From an optimization exercise on the open Yosys and OpenROAD flow, aimed at small area and a short achievable clock period; shortcuts taken in it are not production practice. At most, simulation tests tie the RTL to the original design; equivalence was not proved. Power figures rest on the tool's default switching activity, not on a simulated workload.

== main ==
// gelu_lut_module
module gelu_lut_module (
    input                       clk,
    input                       rst_n,
    input                       in_valid,
    input      signed [15:0]    in_data,
    output reg                  out_valid,
    output     signed [10:0]    out_data
);
Size: ~410 cells after synthesis.
Settings: LEC_CHECK=0, ABC_AREA=1, CAP_MARGIN=65, CORE_MARGIN=2, CORE_UTILIZATION=40, SETUP_SLACK_MARGIN=2.65, SLEW_MARGIN=65, TNS_END_PERCENT=5; clock period 5.0 ns.
standard.sh (not shown) runs the stock make flow with config.mk's settings and CLKGATE_MAP_FILE= SYNTH_SCRIPT=/design/flow/synth_recipe.tcl, a recipe that flattens the netlist after the stock synthesis.
==> flow/flow/run.sh <==
#!/bin/bash
set -euo pipefail
args=()
while IFS= read -r line || [[ -n "$line" ]]; do
  [[ -z "$line" || "$line" == \#* ]] && continue
  args+=("$line")
done < flow/make_args.txt
bash standard.sh "${args[@]}" finish > run_make.log 2>&1
==> flow/flow/make_args.txt <==
ADDER_MAP_FILE=
BUFFER_PORTS_ARGS=-buffer_cell sky130_fd_sc_hd__buf_1
CTS_ARGS=-sink_clustering_enable -repair_clock_nets -dont_use_dummy_load
Inputs modified between main and the feature branch:
- a deleted TNS_END_PERCENT that had been 5
- a change of ABC_AREA from 1 to 0
- a change of CAP_MARGIN from 65 to 70
- a deleted SETUP_SLACK_MARGIN that had been 2.65
- a change of SLEW_MARGIN from 65 to 70
[summary]
Met2 track demand over resource (higher): the feature branch. Side by side, via count of the first global-routing pass turned out higher in the feature branch than in main. Compared to main, the feature branch has post-cts gate resize count 7 lower. The feature branch: multi-input combinational area share 9.3 points above main.

========
gelu_lut_module, a different RTL version from the one above (not shown whole).
For scale: roughly 390 cells after synthesis, roughly 29 flip-flops, ~31 I/O pins, roughly 2300 µm² of cells after synthesis.
Settings: LEC_CHECK=0, ABC_AREA=1, CAP_MARGIN=70, CORE_MARGIN=2, CORE_UTILIZATION=40, SETUP_SLACK_MARGIN=2.65, SLEW_MARGIN=70, TNS_END_PERCENT=5; clock period 5.0 ns.
Scripts as last shown in full above: flow/flow/run.sh, flow/flow/make_args.txt
The first run finished clean.
==> next run, changes <==
Settings changed: SETUP_SLACK_MARGIN 2.65 to 2.75.
After rerunning: First-iteration DRC count grows by 18%. Global-route usage went up by 0.31 points. Sequential power stays flat. Setup slack improved by 0.064 ns. Core utilization climbs by 1.4 points. Final area went up by 2.7%. Power went up by 2.4%.
No functional check of the RTL was part of any run of this note.

========
== run 1 ==
Another version of the RTL of gelu_lut_module (not shown whole).
Size in the first run: roughly 31 I/O pins.
clock: 5.0 ns
lec_check: 0
abc_area: 1
cap_margin: 70
core_margin: 2
core_utilization: 40
setup_slack_margin: 2.75
slew_margin: 70
tns_end_percent: 5
Scripts as last shown in full above: flow/flow/run.sh, flow/flow/make_args.txt
Run 1 | status: complete | timing, DRC, antenna: pass
### run 1 -> run 2
Settings: SETUP_SLACK_MARGIN: 2.75 -> 2.55.
--- outcome ---
Compared with run 1, run 2 shows a lower via density per instance. Relative to run 1, the share of post-route cells with drive strength above 1 of run 2 is lower by 9.0 points. Run 2 reports a lower data-path buffer share of cell area in the final layout than run 1 does. NOTE layout buffer count excluding clock buffers run 1->run 2 decreased by more than 10%. Setup WNS run 1 -> run 2: worse. Power in combinational cells (run 2 over run 1): decrease, 14%. Higher proportion of cell area occupied by multi-input gates among run 2 and run 1: run 2. The total power number comes out lower for run 2 vs run 1. The post-route fraction of the period consumed by the critical path of run 2 exceeds that of run 1 by 1.1 points.
Input-level comparison between run 3 and run 2:
Settings: SETUP_SLACK_MARGIN changed from 2.55 to 2.75; TNS_END_PERCENT removed (was 5).
==> flow/flow/run.sh <==
#!/bin/bash
set -euo pipefail
bash standard.sh ADDER_MAP_FILE= \
  "BUFFER_PORTS_ARGS=-buffer_cell sky130_fd_sc_hd__buf_1" \
  "CTS_ARGS=-sink_clustering_enable -repair_clock_nets -dont_use_dummy_load" \
  finish > run_make.log 2>&1
removed: flow/flow/make_args.txt
### Flow results
Compared with run 2, in run 3 shortest period the worst path allows -0.050 ns; proportion of power drawn by the clock network now sits lower; non-clock buffer count moved up; global routing usage on met2 held. Slew at the pin closest to its max-slew limit: run 3 > run 2. Worst-case setup slack after placement came out exactly the same in run 2 and run 3. Re layout-stage area growth over the synthesis result: run 2 was lower than run 3. Run 2 has a lower cell area than run 3. On total power, run 3 does worse than run 2.
Inputs modified between run 3 and run 4:
Settings: SETUP_SLACK_MARGIN changed from 2.75 to 2.5; TNS_END_PERCENT newly set to 5.
==> flow/flow/run.sh <==
#!/bin/bash
set -euo pipefail
args=()
while IFS= read -r line || [[ -n "$line" ]]; do
  [[ -z "$line" || "$line" == \#* ]] && continue
  args+=("$line")
done < flow/make_args.txt
bash standard.sh "${args[@]}" finish > run_make.log 2>&1
==> flow/flow/make_args.txt (new file) <==
ADDER_MAP_FILE=
BUFFER_PORTS_ARGS=-buffer_cell sky130_fd_sc_hd__buf_1
CTS_ARGS=-sink_clustering_enable -repair_clock_nets -dont_use_dummy_load
SETUP_MOVE_SEQUENCE=unbuffer,sizeup,swap
Results
- Per the comparison of run 4 with run 3, global-route usage comparable, logic depth of the worst register-to-register path now smaller, number of logic stages on the critical path including buffering now smaller, fmax now smaller.
- | setup slack of the most critical reg-to-reg path | run 4 vs run 3 | 0.13 ns lower |
- Async set or reset register ratio after synthesis: run 4 vs run 3 identical
- The core of run 4 is less densely filled than that of run 3.
No run of this note included a check of the RTL's function; only the layout flow was run.

========
RTL: one of the versions met above, not the one the previous note started from.
For scale: ~29 flip-flops, roughly 31 I/O pins.
clock: 5.0 ns
lec_check: 0
abc_area: 1
cap_margin: 70
core_margin: 2
core_utilization: 40
gpl_routability_driven: 0
setup_slack_margin: 2.65
slew_margin: 70
tns_end_percent: 5
==> flow/flow/run.sh <==
#!/bin/bash
set -euo pipefail
args=()
while IFS= read -r line || [[ -n "$line" ]]; do
  [[ -z "$line" || "$line" == \#* ]] && continue
  args+=("$line")
done < flow/make_args.txt
bash standard.sh "${args[@]}" finish > run_make.log 2>&1
==> flow/flow/make_args.txt <==
ADDER_MAP_FILE=
BUFFER_PORTS_ARGS=-buffer_cell sky130_fd_sc_hd__buf_1
CTS_ARGS=-sink_clustering_enable -repair_clock_nets -dont_use_dummy_load
Then changed:
ABC_AREA = 0   (was 1)
GPL_ROUTABILITY_DRIVEN = default   (was 0)
Via count grows by 38%.
Cell count climbs by 8.5%.
Synthesized cell count goes up by 0.73%.
Global-route usage came out higher by 3.5 points.
Sequential share of layout area decreases by 7.0 points.
Register-to-register slack gets worse by 1000 ps.
Setup slack gets worse by 970 ps.
Routed wire length goes up by 63%.

[port drivers added, routing unchanged]
Ports are ideal in the flow. The routed layouts listed here were re-timed in OpenROAD.
Step 1, drivers: a clkbuf_16 drives clk and a buf_2 each remaining input, both assumed.
Step 2 moves the port delays by t, midway between the first and last clock arrival at a register: inputs arrive t later, outputs are due t later. That takes back most of the time a late clock gives input paths.
Slacks: no drivers / after step 1 / after step 2; pairs: no drivers / after step 1.
run | shift t [ns] | setup slack, ns | worst setup path at the end | worst register clock-pin slew, ns
main | 0.296 | 2.808 / 2.780 / 2.635 | input to register | 0.06 / 0.06
the feature branch | 0.316 | 1.392 / 1.392 / 1.392 | register to register | 0.07 / 0.07
the first run of note 2 | 0.302 | 2.723 / 2.723 / 2.650 | input to register | 0.06 / 0.06
the second run of note 2 | 0.302 | 2.788 / 2.788 / 2.650 | input to register | 0.06 / 0.06
run 1 | 0.292 | 2.816 / 2.816 / 2.676 | input to register | 0.09 / 0.09
run 2 | 0.289 | 2.760 / 2.760 / 2.675 | input to register | 0.08 / 0.08
run 3 | 0.292 | 2.809 / 2.809 / 2.749 | input to register | 0.09 / 0.09
run 4 | 0.290 | 2.680 / 2.680 / 2.675 | input to register | 0.09 / 0.09
the first run of note 4 | 0.293 | 2.809 / 2.781 / 2.627 | input to register | 0.06 / 0.06
the second run of note 4 | 0.310 | 1.843 / 1.843 / 1.843 | register to register | 0.06 / 0.06
After both steps every run listed still meets setup and hold. For the first run of note 4, which loses most, drivers alone change the setup slack by -0.028 ns; drivers and shift together by -0.182 ns.
